What follows belongs to an exercise in optimizing a design on an open flow for small area and a short achievable clock period; a production flow would make more cautious choices.

==> cedar: inputs <==
// KGP_RISC
module KGP_RISC(
        input clock,
        input rst,
        output [7:0] imem_addr,
        input [31:0] imem_data,
        output [7:0] dmem_addr,
        output [31:0] dmem_wdata,
        output dmem_we,
        input [31:0] dmem_rdata,
        output [15:0] r
    );
==> module KGP_RISC, before the edit <==
module KGP_RISC(
        input clock,
        input rst,
        output [7:0] imem_addr,
        input [31:0] imem_data,
        output [7:0] dmem_addr,
        output [31:0] dmem_wdata,
        output dmem_we,
        input [31:0] dmem_rdata,
        output [15:0] r
    );
reg [7:0]  pc;
reg [1023:0] rf;            
reg [31:0] opa, opb;         
reg [22:0] e_imm;            
reg        e_xor, e_and, e_add, e_neg, e_shl, e_shr, e_sra, e_mul, e_ld;
reg        e_useimm, e_st, e_we, e_jmp, e_jlbl;
reg [4:0]  e_wa;
wire [31:0] nx = rst ? 32'd0 : imem_data;      
wire [2:0]  n_op = nx[31:29];
wire [4:0]  n_rs = nx[28:24];
wire [4:0]  n_rt = nx[23:19];
wire [3:0]  n_f  = nx[13:10];
wire [1:0]  n_fi = nx[1:0];
wire n_r = n_op == 3'd0;
wire n_i = n_op == 3'd1;
wire n_m = n_op == 3'd2;
wire n_j = n_op == 3'd3;
wire n_z = n_op == 3'd4;
wire [31:0] imm = {{10{e_imm[22]}}, e_imm[22:1]};
wire [31:0] y   = e_useimm ? imm : opb;
wire [31:0] sum = (e_neg ? 32'd0 : opa) + (e_neg ? ~y : y) + {31'd0, e_neg};
wire [4:0]  shamt = opb[4:0];
wire [31:0] opa_rev;
genvar gi;
generate for (gi = 0; gi < 32; gi = gi + 1) begin : g_rev
    assign opa_rev[gi] = opa[31-gi];
end endgenerate
wire [31:0] sh_in = e_shl ? opa_rev : opa;
wire        sh_fill = e_sra & opa[31];
wire [32:0] sh_full = $signed({sh_fill, sh_in}) >>> shamt;
wire [31:0] sh_r = sh_full[31:0];
wire [31:0] sh_rev;
generate for (gi = 0; gi < 32; gi = gi + 1) begin : g_rev2
    assign sh_rev[gi] = sh_r[31-gi];
end endgenerate
wire [31:0] shv = e_shl ? sh_rev : sh_r;
wire [31:0] prod;
mul32lo u_mul(.a(opa), .b(opb), .p(prod));
wire [31:0] res = ({32{e_xor}} & (opa ^ opb))
                | ({32{e_and}} & (opa & opb))
                | ({32{e_add | e_neg}} & sum)
                | ({32{e_shl | e_shr | e_sra}} & shv)
                | ({32{e_mul}} & prod)
                | ({32{e_ld}} & dmem_rdata);
wire fwd_a = e_we && e_wa == n_rs;
wire fwd_b = e_we && e_wa == n_rt;
wire [31:0] dec_a = 32'd1 << n_rs;
wire [31:0] dec_b = 32'd1 << n_rt;
reg  [31:0] rf_a, rf_b;
integer j;
always @(*) begin
    rf_a = 32'd0;
    rf_b = 32'd0;
    for (j = 0; j < 32; j = j + 1) begin
        rf_a = rf_a | ({32{dec_a[j]}} & rf[32*j +: 32]);
        rf_b = rf_b | ({32{dec_b[j]}} & rf[32*j +: 32]);
    end
end
wire [31:0] rd_a = fwd_a ? res : rf_a;
wire [31:0] rd_b = fwd_b ? res : rf_b;
integer k;
always @(posedge clock) begin
    for (k = 0; k < 32; k = k + 1)
        if (e_we && e_wa == k) rf[32*k +: 32] <= res;
    opa <= rd_a;
    opb <= rd_b;
end
always @(posedge clock) begin
    e_imm    <= nx[23:1];
    e_xor    <= n_r && n_f == 4'd0;
    e_and    <= n_r && n_f == 4'd1;
    e_neg    <= (n_r && n_f == 4'd2) || (n_i && n_fi == 2'd1);
    e_add    <= (n_r && n_f == 4'd3) || (n_i && n_fi == 2'd0);
    e_shl    <= n_r && (n_f == 4'd4 || n_f == 4'd6);
    e_shr    <= n_r && (n_f == 4'd5 || n_f == 4'd7);
    e_sra    <= n_r && (n_f == 4'd8 || n_f == 4'd9);
    e_mul    <= n_r && (n_f == 4'd10 || n_f == 4'd11);
    e_ld     <= n_m && !nx[0];
    e_st     <= n_m && nx[0];
    e_useimm <= n_i;
    e_we     <= n_r || n_i || (n_m && !nx[0]) || (n_j && nx[3:0] == 4'd9);
    e_wa     <= n_m ? n_rt : (n_j ? 5'd31 : n_rs);
    e_jmp    <= n_j || n_z;
    e_jlbl   <= n_j;
end
always @(posedge clock) begin
    if (rst)
        pc <= 8'd0;
    else if (e_jmp)
        pc <= e_jlbl ? e_imm[10:3] : 8'd0;
    else
        pc <= pc + 8'd1;
end
assign imem_addr  = pc;
assign dmem_addr  = opa[7:0] + {e_imm[7:0]};
assign dmem_wdata = opb;
assign dmem_we    = e_st;
assign r          = rf[32*7 +: 16];
endmodule
==> flow/config.mk <==
export PLATFORM = sky130hd
export DESIGN_NAME = KGP_RISC
export DESIGN_NICKNAME = KGP_RISC
export VERILOG_FILES = /design/flow/design.v
export SDC_FILE = /design/flow/constraint.sdc
export NUM_CORES = 4
export LEC_CHECK = 0
export ABC_AREA = 1
export CAP_MARGIN = 20
export CORE_MARGIN = 2
export CORE_UTILIZATION = 40
export SLEW_MARGIN = 20
==> flow/constraint.sdc <==
create_clock -name core_clock -period 22.0 [get_ports {clock}]
set_input_delay 4.4000 -clock core_clock [delete_from_list [all_inputs] [get_ports {clock}]]
set_output_delay 4.4000 -clock core_clock [all_outputs]
set_load 0.01 [all_outputs]
standard.sh (not shown) runs the stock make flow with config.mk's settings and CLKGATE_MAP_FILE= SYNTH_SCRIPT=/design/flow/synth_recipe.tcl, a recipe that flattens the netlist after the stock synthesis.
==> flow/flow/run.sh <==
#!/bin/bash
# Standard ORFS layout (the standard.sh), with repair_timing asked to
# leave a setup margin so that it keeps improving paths well below the
# (loose) clock period. The SDC and the clock period are unchanged.
set -euo pipefail
export SETUP_SLACK_MARGIN=14
bash standard.sh synth > synth.log 2>&1
bash standard.sh finish > layout.log 2>&1
==> sierra (differences from cedar) <==
--- a/flow/design.v
+++ b/flow/design.v
@@ -1 +1,154 @@
+module add32bk(input [31:0] a, input [31:0] b, input cin, output [31:0] s);
+wire [31:0] p = a ^ b;
+wire [31:0] g = a & b;
+wire gc0 = g[0] | (p[0] & cin);
+wire G1 = g[1] | (p[1] & gc0);
+wire P1 = p[1] & p[0];
+wire G2 = g[3] | (p[3] & g[2]);
+wire P2 = p[3] & p[2];
+wire G3 = g[5] | (p[5] & g[4]);
+wire P3 = p[5] & p[4];
+wire G4 = g[7] | (p[7] & g[6]);
+wire P4 = p[7] & p[6];
+wire G5 = g[9] | (p[9] & g[8]);
+wire P5 = p[9] & p[8];
+wire G6 = g[11] | (p[11] & g[10]);
+wire P6 = p[11] & p[10];
+wire G7 = g[13] | (p[13] & g[12]);
+wire P7 = p[13] & p[12];
+wire G8 = g[15] | (p[15] & g[14]);
+wire P8 = p[15] & p[14];
+wire G9 = g[17] | (p[17] & g[16]);
+wire P9 = p[17] & p[16];
+wire G10 = g[19] | (p[19] & g[18]);
+wire P10 = p[19] & p[18];
+wire G11 = g[21] | (p[21] & g[20]);
+wire P11 = p[21] & p[20];
+wire G12 = g[23] | (p[23] & g[22]);
+wire P12 = p[23] & p[22];
+wire G13 = g[25] | (p[25] & g[24]);
+wire P13 = p[25] & p[24];
+wire G14 = g[27] | (p[27] & g[26]);
+wire P14 = p[27] & p[26];
+wire G15 = g[29] | (p[29] & g[28]);
+wire P15 = p[29] & p[28];
+wire G16 = g[31] | (p[31] & g[30]);
+wire P16 = p[31] & p[30];
+wire G17 = G2 | (P2 & G1);
+wire P17 = P2 & P1;
+wire G18 = G4 | (P4 & G3);
+wire P18 = P4 & P3;
+wire G19 = G6 | (P6 & G5);
+wire P19 = P6 & P5;
+wire G20 = G8 | (P8 & G7);
+wire P20 = P8 & P7;
+wire G21 = G10 | (P10 & G9);
+wire P21 = P10 & P9;
+wire G22 = G12 | (P12 & G11);
+wire P22 = P12 & P11;
+wire G23 = G14 | (P14 & G13);
+wire P23 = P14 & P13;
+wire G24 = G16 | (P16 & G15);
+wire P24 = P16 & P15;
+wire G25 = G18 | (P18 & G17);
+wire P25 = P18 & P17;
+wire G26 = G20 | (P20 & G19);
+wire P26 = P20 & P19;
+wire G27 = G22 | (P22 & G21);
+wire P27 = P22 & P21;
+wire G28 = G24 | (P24 & G23);
+wire P28 = P24 & P23;
+wire G29 = G26 | (P26 & G25);
+wire P29 = P26 & P25;
+wire G30 = G28 | (P28 & G27);
+wire P30 = P28 & P27;
+wire G31 = G30 | (P30 & G29);
+wire P31 = P30 & P29;
+wire G32 = G27 | (P27 & G29);
+wire P32 = P27 & P29;
+wire G33 = G19 | (P19 & G25);
+wire P33 = P19 & P25;
+wire G34 = G21 | (P21 & G29);
+wire P34 = P21 & P29;
+wire G35 = G23 | (P23 & G32);
+wire P35 = P23 & P32;
+wire G36 = G3 | (P3 & G17);
+wire P36 = P3 & P17;
+wire G37 = G5 | (P5 & G25);
+wire P37 = P5 & P25;
+wire G38 = G7 | (P7 & G33);
+wire P38 = P7 & P33;
+wire G39 = G9 | (P9 & G29);
+wire P39 = P9 & P29;
+wire G40 = G11 | (P11 & G34);
+wire P40 = P11 & P34;
+wire G41 = G13 | (P13 & G32);
+wire P41 = P13 & P32;
+wire G42 = G15 | (P15 & G35);
+wire P42 = P15 & P35;
+wire G43 = g[2] | (p[2] & G1);
+wire P43 = p[2] & P1;
+wire G44 = g[4] | (p[4] & G17);
+wire P44 = p[4] & P17;
+wire G45 = g[6] | (p[6] & G36);
+wire P45 = p[6] & P36;
+wire G46 = g[8] | (p[8] & G25);
+wire P46 = p[8] & P25;
+wire G47 = g[10] | (p[10] & G37);
+wire P47 = p[10] & P37;
+wire G48 = g[12] | (p[12] & G33);
+wire P48 = p[12] & P33;
+wire G49 = g[14] | (p[14] & G38);
+wire P49 = p[14] & P38;
+wire G50 = g[16] | (p[16] & G29);
+wire P50 = p[16] & P29;
+wire G51 = g[18] | (p[18] & G39);
+wire P51 = p[18] & P39;
+wire G52 = g[20] | (p[20] & G34);
+wire P52 = p[20] & P34;
+wire G53 = g[22] | (p[22] & G40);
+wire P53 = p[22] & P40;
+wire G54 = g[24] | (p[24] & G32);
+wire P54 = p[24] & P32;
+wire G55 = g[26] | (p[26] & G41);
+wire P55 = p[26] & P41;
+wire G56 = g[28] | (p[28] & G35);
+wire P56 = p[28] & P35;
+wire G57 = g[30] | (p[30] & G42);
+wire P57 = p[30] & P42;
+wire [31:0] c;
+assign c[0] = cin;
+assign c[1] = gc0;
+assign c[2] = G1;
+assign c[3] = G43;
+assign c[4] = G17;
+assign c[5] = G44;
+assign c[6] = G36;
+assign c[7] = G45;
+assign c[8] = G25;
+assign c[9] = G46;
+assign c[10] = G37;
+assign c[11] = G47;
+assign c[12] = G33;
+assign c[13] = G48;
+assign c[14] = G38;
+assign c[15] = G49;
+assign c[16] = G29;
+assign c[17] = G50;
+assign c[18] = G39;
+assign c[19] = G51;
+assign c[20] = G34;
+assign c[21] = G52;
+assign c[22] = G40;
+assign c[23] = G53;
+assign c[24] = G32;
+assign c[25] = G54;
+assign c[26] = G41;
+assign c[27] = G55;
+assign c[28] = G35;
+assign c[29] = G56;
+assign c[30] = G42;
+assign c[31] = G57;
+assign s = p ^ c;
+endmodule
 module mul32lo(input [31:0] a, input [31:0] b, output [31:0] p);
@@ -838,3 +991,4 @@
 wire [31:0] y   = e_useimm ? imm : opb;
-wire [31:0] sum = (e_neg ? 32'd0 : opa) + (e_neg ? ~y : y) + {31'd0, e_neg};
+wire [31:0] sum;
+add32bk u_add(.a(e_neg ? 32'd0 : opa), .b(e_neg ? ~y : y), .cin(e_neg), .s(sum));
 wire [4:0]  shamt = opb[4:0];
==> flow/flow/run.sh (replaced) <==
#!/bin/bash
# Standard ORFS layout (the standard.sh) with three changes to how the
# layout is made; the SDC, the clock period and the synthesis are unchanged:
# - repair_timing is asked to leave a setup margin, so that it keeps
#   improving paths well below the (loose) clock period;
# - every port still gets a buffer, but a plain buf_2 rather than the delay
#   cell buffer_ports picks by default;
# - clock tree: larger sink clusters and no dummy loads.
set -euo pipefail
export SETUP_SLACK_MARGIN=15.5
export BUFFER_PORTS_ARGS="-buffer_cell sky130_fd_sc_hd__buf_2"
export CTS_ARGS="-sink_clustering_enable -repair_clock_nets -dont_use_dummy_load -sink_clustering_size 24 -sink_clustering_max_diameter 80"
bash standard.sh synth > synth.log 2>&1
bash standard.sh finish > layout.log 2>&1
==> harbor (differences from cedar) <==
==> flow/run.sh (new file) <==
#!/bin/bash
# synth_recipe.tcl (not shown) runs the flow's synth.tcl, then flattens the netlist and writes it again
# the make line also repeats each setting of config.mk as NAME=value (left out here)
make -C /OpenROAD-flow-scripts/flow DESIGN_CONFIG=/design/flow/config.mk WORK_HOME=/design/flow/orfs CLKGATE_MAP_FILE= SYNTH_SCRIPT=/design/flow/synth_recipe.tcl finish
removed: flow/flow/run.sh
removed: flow/standard.sh
==> qor summary <==
                                                                                   sierra                       cedar                   harbor
Share of cell area taken by muxes after synthesis                                 0.005444                    0.004005                 0.004005
Total inserted antenna cells                                                            14                           6                        9
Number of antenna violations at the first check in global routing                       30                          25                       26
Run status                                                         complete, no violations     complete, no violations  complete, no violations
Worst-case hold path end point                                                       pc[6]                       pc[5]                    pc[5]
DIE HEIGHT                                                                        410.8 um                    414.8 um                 414.8 um
Non-clock buffer count                                                                 644                         373                      366
CTS clock-pin slew for the worst setup and hold paths                              0.10 ns                     0.06 ns                  0.06 ns
Placeable Area                                                                 0.1646 mm^2                 0.1674 mm^2              0.1674 mm^2
Drt initial violations                                                              10.97k                      10.59k                   10.56k
Worst clock skew                                                                 0.1450 ns                  0.04011 ns               0.03328 ns
WP data arrival                                                                    2.75 ns                     8.56 ns                  8.97 ns
Gate count after technology mapping                                                  6,833                       7,111                    7,111
Worst setup path category                                          flip-flop to output pin  primary input to flip-flop   flip-flop to flip-flop
Adder and majority gate portion of the synthesized area                            0.08620                     0.08046                  0.08046
Maximum clock frequency                                                         0.1399 GHz                  0.1258 GHz               0.1137 GHz
Critical hold path startpoint                                                       e_jlbl                    e_imm[8]                 e_imm[8]
Minimum setup slack after placement                                               12.64 ns                    13.20 ns                 13.20 ns
Number of vias per cell after detailed routing                                       6.552                       6.342                    6.332
No functional check of the RTL was part of any run of this note.

[port drivers added, routing unchanged]
How much do the figures lean on ideal ports? The routed layouts below were timed once more, with nothing changed but the port constraints.
Step 1 sets driving cells, clkbuf_16 on the clock port and buf_2 on the other inputs (assumed; they add their load-dependent delay and slew).
Step 2 adds t to the input delays and takes it off the output delays; t is the mean of the earliest and latest rising clock arrival at the registers after step 1. Input paths then give back, and output paths get back, about the clock's delay inside the block.
Three values: ideal, step 1, step 2; two values: the first two.
run	t (ns)	slack for setup (ns)	hold slack, ns	latest minus earliest clock arrival (ns)	cell pins on the clock port's net
cedar	0.828	14.054 / 14.015 / 13.222	0.477 / 0.477 / 0.477	0.040 / 0.040	1
sierra	0.754	14.854 / 14.776 / 14.436	0.530 / 0.530 / 0.530	0.145 / 0.145	1
harbor	0.835	13.207 / 13.207 / 12.528	0.478 / 0.478 / 0.478	0.034 / 0.033	1
After both steps setup and hold are still met in every run listed. The setup slack of cedar, which loses most, moves by -0.039 ns with the drivers and by -0.832 ns with both steps.
